What follows belongs to an exercise in optimizing a design on an open flow for small area; a production flow would make more cautious choices. Where RTL was checked, it was by simulation tests only, not by an equivalence proof against the original. The clock port is modelled as an ideal driver; clocking choices that lean on that would not hold on a real chip.

Design viterbi, start of the top module:
module viterbi(in0, in1, in2, in3, in4, in5, in6, in7, out, clk, reset, error);
Size: ~560 cells after synthesis, about 130 flip-flops, about 30 I/O pins, about 0.0047 mm2 of cells after synthesis.
Settings: LEC_CHECK=0, CAP_MARGIN=20, CORE_MARGIN=2, CORE_UTILIZATION=40, SLEW_MARGIN=20; clock period 12.0 ns.
standard.sh (not shown) runs the stock make flow with config.mk's settings and CLKGATE_MAP_FILE= SYNTH_SCRIPT=/design/flow/synth_recipe.tcl, a recipe that flattens the netlist after the stock synthesis.
==> flow/flow/run.sh <==
#!/bin/bash
# Own layout flow: the standard layout (standard.sh) with these changes:
#  * synthesis: ABC maps the logic with an area-oriented script (flow/area.abc)
#    instead of ORFS's delay-oriented one, without ORFS's Kogge-Stone adder
#    map and full/half-adder extraction.  Flip-flops, their names and cells
#    are the standard synthesis's.
#  * port buffers are the smallest buffer, sky130_fd_sc_hd__buf_1 (every port
#    is still buffered);
#  * CTS uses small clock buffers and no dummy loads.
# Each tool's output goes to a log file in this folder.
set -euo pipefail
W=$(pwd)
ORIG=$(grep -o 'SYNTH_SCRIPT=[^ ]*' standard.sh | head -1 | cut -d= -f2- | tr -d "'\"")
sed "s#SYNTH_SCRIPT=[^ ]*#SYNTH_SCRIPT=$W/flow/synth_wrap.tcl#" standard.sh > my_standard.sh
export ORIG_SYNTH_SCRIPT="$ORIG"
export MY_ABC_SCRIPT="$W/flow/area.abc"
export ADDER_MAP_FILE=
export SYNTH_OPERATIONS_ARGS=-noshare
export BUFFER_PORTS_ARGS="-buffer_cell sky130_fd_sc_hd__buf_1"
export CTS_ARGS="-sink_clustering_enable -repair_clock_nets -dont_use_dummy_load -sink_clustering_size 32 -sink_clustering_max_diameter 300 -buf_list sky130_fd_sc_hd__clkbuf_8"
bash my_standard.sh synth > synth.log 2>&1
bash my_standard.sh > layout.log 2>&1
==> flow/flow/area.abc <==
strash
dch -f
amap
topo
==> flow/flow/synth_wrap.tcl <==
# Runs the standard flow's synthesis script unchanged, except that the abc call uses
# MY_ABC_SCRIPT (area-oriented) in place of its -script, without -D.
proc abc {args} {
  set out {}
  set skip 0
  foreach a $args {
    if { $skip } { set skip 0; continue }
    if { $a eq "-script" || $a eq "-D" } { set skip 1; continue }
    lappend out $a
  }
  yosys abc -script $::env(MY_ABC_SCRIPT) {*}$out
}
source $::env(ORIG_SYNTH_SCRIPT)
Edit:
--- a/flow/flow/run.sh
+++ b/flow/flow/run.sh
@@ -20 +20 @@
-export CTS_ARGS="-sink_clustering_enable -repair_clock_nets -dont_use_dummy_load -sink_clustering_size 32 -sink_clustering_max_diameter 300 -buf_list sky130_fd_sc_hd__clkbuf_8"
+export CTS_ARGS="-sink_clustering_enable -repair_clock_nets -dont_use_dummy_load -buf_list sky130_fd_sc_hd__clkbuf_4"
Settings changed: CORE_UTILIZATION 40 to 70.
Via count climbs by 3.9%.
Cell area goes down by 3.6%.
Worst setup slack is worse by 120 ps.
Global-route usage increases by 16 points.
Cell count decreases by 8.8%.
Hold slack gets worse by 9.8 ps.
Utilization rose by 33 points.
Clock skew grows by 12 ps.
Non-clock buffer count is unchanged.
Edit:
Settings changed: CORE_UTILIZATION 70 to 40.
After rerunning:
- core utilization is lower by 34 points
- setup slack gains 190 ps
- final area is higher by about 1.6%
- die area is higher by 71%
Edit:
--- a/flow/flow/run.sh
+++ b/flow/flow/run.sh
@@ -20 +20 @@
-export CTS_ARGS="-sink_clustering_enable -repair_clock_nets -dont_use_dummy_load -buf_list sky130_fd_sc_hd__clkbuf_4"
+export CTS_ARGS="-sink_clustering_enable -repair_clock_nets -dont_use_dummy_load -buf_list {sky130_fd_sc_hd__clkbuf_4 sky130_fd_sc_hd__clkbuf_8}"
Settings changed: CORE_UTILIZATION 40 to 65.
The new run finished with timing, DRC and antenna clean.
Clock-buffer cell count does not change.
Wire length went up by a few percent.
Die area went down by well over a third.
Cell count went down by a few percent.
Core utilization went up by 28 points.
Sequential share of layout area went down by 0.42 points.
Edit:
--- a/flow/flow/run.sh
+++ b/flow/flow/run.sh
@@ -20 +20 @@
-export CTS_ARGS="-sink_clustering_enable -repair_clock_nets -dont_use_dummy_load -buf_list {sky130_fd_sc_hd__clkbuf_4 sky130_fd_sc_hd__clkbuf_8}"
+export CTS_ARGS="-sink_clustering_enable -repair_clock_nets -dont_use_dummy_load -sink_clustering_size 16 -sink_clustering_max_diameter 200 -buf_list sky130_fd_sc_hd__clkbuf_4"
Settings changed: CORE_UTILIZATION 65 to 40.
=> The changed run ran to the end with no violations; final area falls by 0.84%; wire length shrinks by 4.8%; sequential cell count is unchanged.


The RTL this note starts from:
==> flow/design.v <==
module viterbi(in0, in1, in2, in3, in4, in5, in6, in7, out, clk, reset, error);
    input [2:0] in0;
    input [2:0] in1;
    input [2:0] in2;
    input [2:0] in3;
    input [2:0] in4;
    input [2:0] in5;
    input [2:0] in6;
    input [2:0] in7;
    output [2:0] out;
    input clk;
    input reset;
    output error;
    wire sl0 = in0 > in4;
    wire sl1 = in1 > in5;
    wire sl2 = in2 > in6;
    wire sl3 = in3 > in7;
    reg [2:0] s0, s1, s2, s3;
    reg [3:0] sel;                   
    always @(posedge clk) begin
        if (!reset) begin
            s0 <= 3'd0; s1 <= 3'd0; s2 <= 3'd0; s3 <= 3'd0; sel <= 4'd0;
        end else begin
            s0 <= sl0 ? in4 : in0;
            s1 <= sl1 ? in5 : in1;
            s2 <= sl2 ? in6 : in2;
            s3 <= sl3 ? in7 : in3;
            sel <= {sl3, sl2, sl1, sl0};
        end
    end
    reg [3:0] m0, m1, m2, m3;
    wire [4:0] p0_0 = m0 + s0;
    wire [4:0] p2_0 = m2 + s2;
    wire [4:0] p0_1 = m0 + s2;
    wire [4:0] p2_1 = m2 + s0;
    wire [4:0] p1_2 = m1 + s1;
    wire [4:0] p3_2 = m3 + s3;
    wire [4:0] p1_3 = m1 + s3;
    wire [4:0] p3_3 = m3 + s1;
    assign error = p0_0[4] | p2_0[4] | p0_1[4] | p2_1[4] |
                   p1_2[4] | p3_2[4] | p1_3[4] | p3_3[4];
    wire a0 = p0_0 > p2_0;
    wire a1 = p0_1 > p2_1;
    wire a2 = p1_2 > p3_2;
    wire a3 = p1_3 > p3_3;
    wire [4:0] n0 = a0 ? p2_0 : p0_0;
    wire [4:0] n1 = a1 ? p2_1 : p0_1;
    wire [4:0] n2 = a2 ? p3_2 : p1_2;
    wire [4:0] n3 = a3 ? p3_3 : p1_3;
    wire b01 = n0 > n1;
    wire b23 = n2 > n3;
    wire [4:0] na = b01 ? n1 : n0;
    wire [4:0] nb = b23 ? n3 : n2;
    wire bab = na > nb;
    wire [4:0] mn = bab ? nb : na;
    wire [1:0] control = {bab, bab ? b23 : b01};
    wire [4:0] d0 = n0 - mn;
    wire [4:0] d1 = n1 - mn;
    wire [4:0] d2 = n2 - mn;
    wire [4:0] d3 = n3 - mn;
    always @(posedge clk) begin
        if (!reset) begin
            m0 <= 4'd0; m1 <= 4'd0; m2 <= 4'd0; m3 <= 4'd0;
        end else begin
            m0 <= d0[3:0]; m1 <= d1[3:0]; m2 <= d2[3:0]; m3 <= d3[3:0];
        end
    end
    reg [3:0] ah [0:11];
    reg [3:0] sh [0:11];
    integer i;
    always @(posedge clk) begin
        ah[0] <= {a3, a2, a1, a0};
        sh[0] <= sel;
        for (i = 1; i < 12; i = i + 1) begin
            ah[i] <= ah[i-1];
            sh[i] <= sh[i-1];
        end
    end
    reg [3:0] cnt;
    always @(posedge clk) begin
        if (!reset) cnt <= 4'd0;
        else if (cnt != 4'd12) cnt <= cnt + 4'd1;
    end
    wire valid = cnt == 4'd12;
    wire [1:0] idx [0:11];
    assign idx[0] = control;
    genvar g;
    generate
        for (g = 0; g < 11; g = g + 1) begin : tb
            assign idx[g+1] = {ah[g][idx[g]], idx[g][1]};
        end
    endgenerate
    wire [1:0] j = idx[11];
    wire [1:0] k = {ah[11][j] ^ j[0], j[1]};
    wire [2:0] pt = {sh[11][k], k};
    assign out = valid ? pt : 3'd0;
endmodule
clock: 12.0 ns
lec_check: 0
cap_margin: 20
core_margin: 2
core_utilization: 40
slew_margin: 20
==> flow/flow/run.sh <==
#!/bin/bash
# Own layout flow: the standard layout (standard.sh), with one change in
# synthesis: ABC maps the logic with an area-oriented script (flow/area.abc)
# instead of ORFS's delay-oriented one, and without ORFS's Kogge-Stone adder
# map and full/half-adder extraction.  Everything else, flip-flops and their
# names included, is the standard synthesis and layout.
set -euo pipefail
W=$(pwd)
ORIG=$(grep -o 'SYNTH_SCRIPT=[^ ]*' standard.sh | head -1 | cut -d= -f2- | tr -d "'\"")
sed "s#SYNTH_SCRIPT=[^ ]*#SYNTH_SCRIPT=$W/flow/synth_wrap.tcl#" standard.sh > my_standard.sh
export ORIG_SYNTH_SCRIPT="$ORIG"
export MY_ABC_SCRIPT="$W/flow/area.abc"
export ADDER_MAP_FILE=
export SYNTH_OPERATIONS_ARGS=-noshare
bash my_standard.sh synth > synth.log 2>&1
bash my_standard.sh > layout.log 2>&1
Scripts as last shown in full above: flow/flow/area.abc, flow/flow/synth_wrap.tcl
Rerun with:
==> flow/run.sh (new file) <==
#!/bin/bash
# synth_recipe.tcl (not shown) runs the flow's synth.tcl, then flattens the netlist and writes it again
# the make line also repeats each setting of config.mk as NAME=value (left out here)
make -C /OpenROAD-flow-scripts/flow DESIGN_CONFIG=/design/flow/config.mk WORK_HOME=/design/flow/orfs CLKGATE_MAP_FILE= SYNTH_SCRIPT=/design/flow/synth_recipe.tcl finish
removed: flow/flow/run.sh
removed: flow/flow/area.abc
removed: flow/flow/synth_wrap.tcl
removed: flow/standard.sh
Cell count increases by about 6%.
Wire length goes up by about 7%.
Critical path depth goes down by 16.
Worst setup slack got worse by 0.015 ns.
Cell area rose by 16%.
Hold slack barely changes.
Global-route usage came out lower by 1.6 points.
Maximum frequency stays flat.


## v41
viterbi, a different RTL version from the one above (not shown whole).
Size: about 530 cells after synthesis, ~120 flip-flops, about 30 I/O pins.
export LEC_CHECK = 0
export CAP_MARGIN = 20
export CORE_MARGIN = 2
export CORE_UTILIZATION = 55
export SLEW_MARGIN = 20
create_clock -name core_clock -period 12.0 [get_ports {clk}]
==> flow/flow/run.sh <==
#!/bin/bash
# Own layout flow: the standard layout (standard.sh) with these changes:
#  * synthesis: ABC maps the logic with an area-oriented script (flow/area.abc)
#    instead of ORFS's delay-oriented one, without ORFS's Kogge-Stone adder
#    map and full/half-adder extraction.  Flip-flops, their names and cells
#    are the standard synthesis's.
#  * port buffers are the smallest buffer, sky130_fd_sc_hd__buf_1 (every port
#    is still buffered);
set -euo pipefail
W=$(pwd)
ORIG=$(grep -o 'SYNTH_SCRIPT=[^ ]*' standard.sh | head -1 | cut -d= -f2- | tr -d "'\"")
sed "s#SYNTH_SCRIPT=[^ ]*#SYNTH_SCRIPT=$W/flow/synth_wrap.tcl#" standard.sh > my_standard.sh
export ORIG_SYNTH_SCRIPT="$ORIG"
export MY_ABC_SCRIPT="$W/flow/area.abc"
export ADDER_MAP_FILE=
export SYNTH_OPERATIONS_ARGS=-noshare
export BUFFER_PORTS_ARGS="-buffer_cell sky130_fd_sc_hd__buf_1"
export CTS_ARGS="-sink_clustering_enable -repair_clock_nets -dont_use_dummy_load -buf_list sky130_fd_sc_hd__clkbuf_4"
export POST_CTS_TCL="$W/flow/post_cts.tcl"
bash my_standard.sh synth > synth.log 2>&1
bash my_standard.sh > layout.log 2>&1
Other scripts of this flow, unchanged in this note and not shown: flow/flow/area.abc, flow/flow/post_cts.tcl, flow/flow/synth_wrap.tcl
v41 completed every stage of the flow, and the final layout passed the timing, design-rule and antenna checks.
Inputs modified between v41 and v49:
- changing CORE_UTILIZATION from 55 to 40
v49 ran to completion and came out clean on the timing, design-rule and antenna checks.
Summary: cell area after layout, v49 worse than v41
Per the comparison of v49 with v41, overall via count from detail_route neither gained nor lost much; total routed wirelength picked up an extra about 0.54%; final critical-path required period lost 0.10 ns; met3 routing resource usage after global routing lost 0.54 points.
## Diff of input files: v17 against v49
- CORE_UTILIZATION changed from 40 to 30
Results
Re core footprint: v49 was lower than v17. Relative to v49, the summed area of non-filler cells in the final layout measured on v17 has increased slightly. Re post-synth net total: no difference whatsoever between v17 and v49. As of v17, number of cell rows had risen by more than 10% compared to v49. Between v17 and v49, the final-layout non-clock buffer area share figures differ only marginally. Global-route usage for v17: 4.4 points down relative to v49. Going from v49 to v17, core utilization shrinks by 11 points.


viterbi, a different RTL version from the one above (not shown whole).
For scale: about 580 cells after synthesis.
export LEC_CHECK = 0
export CAP_MARGIN = 20
export CORE_MARGIN = 2
export CORE_UTILIZATION = 40
export SLEW_MARGIN = 20
create_clock -name core_clock -period 12.0 [get_ports {clk}]
==> flow/flow/run.sh <==
#!/bin/bash
# Own layout flow: the standard layout (standard.sh) with these changes:
#  * synthesis: ABC maps the logic with an area-oriented script (flow/area.abc)
#    instead of ORFS's delay-oriented one, without ORFS's Kogge-Stone adder
#    map and full/half-adder extraction.  Flip-flops, their names and cells
#    are the standard synthesis's.
#  * port buffers are the smallest buffer, sky130_fd_sc_hd__buf_1 (every port
#    is still buffered);
#  * CTS uses small clock buffers and no dummy loads.
# Each tool's output goes to a log file in this folder.
set -euo pipefail
W=$(pwd)
ORIG=$(grep -o 'SYNTH_SCRIPT=[^ ]*' standard.sh | head -1 | cut -d= -f2- | tr -d "'\"")
sed "s#SYNTH_SCRIPT=[^ ]*#SYNTH_SCRIPT=$W/flow/synth_wrap.tcl#" standard.sh > my_standard.sh
export ORIG_SYNTH_SCRIPT="$ORIG"
export MY_ABC_SCRIPT="$W/flow/area.abc"
export ADDER_MAP_FILE=
export SYNTH_OPERATIONS_ARGS=-noshare
export BUFFER_PORTS_ARGS="-buffer_cell sky130_fd_sc_hd__buf_1"
export CTS_ARGS="-sink_clustering_enable -repair_clock_nets -dont_use_dummy_load -buf_list sky130_fd_sc_hd__clkbuf_2 sky130_fd_sc_hd__clkbuf_4"
bash my_standard.sh synth > synth.log 2>&1
bash my_standard.sh > layout.log 2>&1
==> flow/flow/area.abc <==
strash
dch -f
amap
topo
==> flow/flow/synth_wrap.tcl <==
# Runs the standard flow's synthesis script unchanged, except that the abc call uses
# MY_ABC_SCRIPT (area-oriented) in place of its -script, without -D.
proc abc {args} {
  set out {}
  set skip 0
  foreach a $args {
    if { $skip } { set skip 0; continue }
    if { $a eq "-script" || $a eq "-D" } { set skip 1; continue }
    lappend out $a
  }
  yosys abc -script $::env(MY_ABC_SCRIPT) {*}$out
}
source $::env(ORIG_SYNTH_SCRIPT)
The first run stopped in clock tree synthesis (STA-0564).
Then changed:
--- a/flow/flow/run.sh
+++ b/flow/flow/run.sh
@@ -18,5 +18,5 @@
 export SYNTH_OPERATIONS_ARGS=-noshare
 export BUFFER_PORTS_ARGS="-buffer_cell sky130_fd_sc_hd__buf_1"
-export CTS_ARGS="-sink_clustering_enable -repair_clock_nets -dont_use_dummy_load -buf_list sky130_fd_sc_hd__clkbuf_2 sky130_fd_sc_hd__clkbuf_4"
+export CTS_ARGS="-sink_clustering_enable -repair_clock_nets -dont_use_dummy_load -buf_list sky130_fd_sc_hd__clkbuf_4"
 bash my_standard.sh synth > synth.log 2>&1
 bash my_standard.sh > layout.log 2>&1
After rerunning: With this change the flow completed with no timing, DRC or antenna violations; synthesized cell count is unchanged; area after synthesis does not change.
Then changed:
==> flow/flow/run.sh (replaced) <==
#!/bin/bash
# Own layout flow: the standard layout (standard.sh), with one change in
# synthesis: ABC maps the logic with an area-oriented script (flow/area.abc)
# instead of ORFS's delay-oriented one, and without ORFS's Kogge-Stone adder
# map and full/half-adder extraction.  Everything else, flip-flops and their
# names included, is the standard synthesis and layout.
set -euo pipefail
W=$(pwd)
ORIG=$(grep -o 'SYNTH_SCRIPT=[^ ]*' standard.sh | head -1 | cut -d= -f2- | tr -d "'\"")
sed "s#SYNTH_SCRIPT=[^ ]*#SYNTH_SCRIPT=$W/flow/synth_wrap.tcl#" standard.sh > my_standard.sh
export ORIG_SYNTH_SCRIPT="$ORIG"
export MY_ABC_SCRIPT="$W/flow/area.abc"
export ADDER_MAP_FILE=
export SYNTH_OPERATIONS_ARGS=-noshare
bash my_standard.sh synth > synth.log 2>&1
bash my_standard.sh > layout.log 2>&1
What happened:
- clock skew went down by 0.028 ns
- cell area went up by 11%
- hold slack gets better by 0.038 ns
- worst setup slack degrades by 0.13 ns
- via count shrinks by 0.41%
Function was not checked in any run of this note: the RTL went through the layout flow alone.

==> re-timing with driven ports <==
In the flow no input, the clock included, has a driving cell. The finished layouts below were timed again as built, in two steps. Step 1 assumes that a clkbuf_16 drives the clock port and a buf_2 every other input. Step 2 adds t to the input delays and takes it off the output delays; t is the mean of the earliest and latest rising clock arrival at the registers after step 1. Input paths then give back, and output paths get back, about the clock's delay inside the block. Slacks: ideal ports / drivers / drivers and shift; pairs: ideal ports / drivers.
run	t (ns)	setup WS [ns]	worst setup path at the end
the first run of note 1	0.436	1.964 / 1.975 / 1.539	input to register
the second run of note 1	0.520	1.843 / 1.816 / 1.678	input to register
the third run of note 1	0.491	2.029 / 2.038 / 1.547	input to register
the fourth run of note 1	0.430	2.161 / 2.170 / 1.740	input to register
the fifth run of note 1	0.491	2.029 / 2.038 / 1.547	input to register
the first run of note 2	0.453	0.484 / 0.446 / 0.899	register to output
the second run of note 2	0.458	0.469 / 0.427 / 0.885	register to output
v41	0.406	1.198 / 1.165 / 1.571	register to output
v49	0.409	1.298 / 1.266 / 1.675	register to output
v17	0.394	1.270 / 1.239 / 1.633	register to output
the second run of note 4	0.551	0.946 / 0.910 / 1.462	register to output
the third run of note 4	0.453	0.818 / 0.780 / 1.233	register to output
After both steps setup and hold are still met in every run listed.
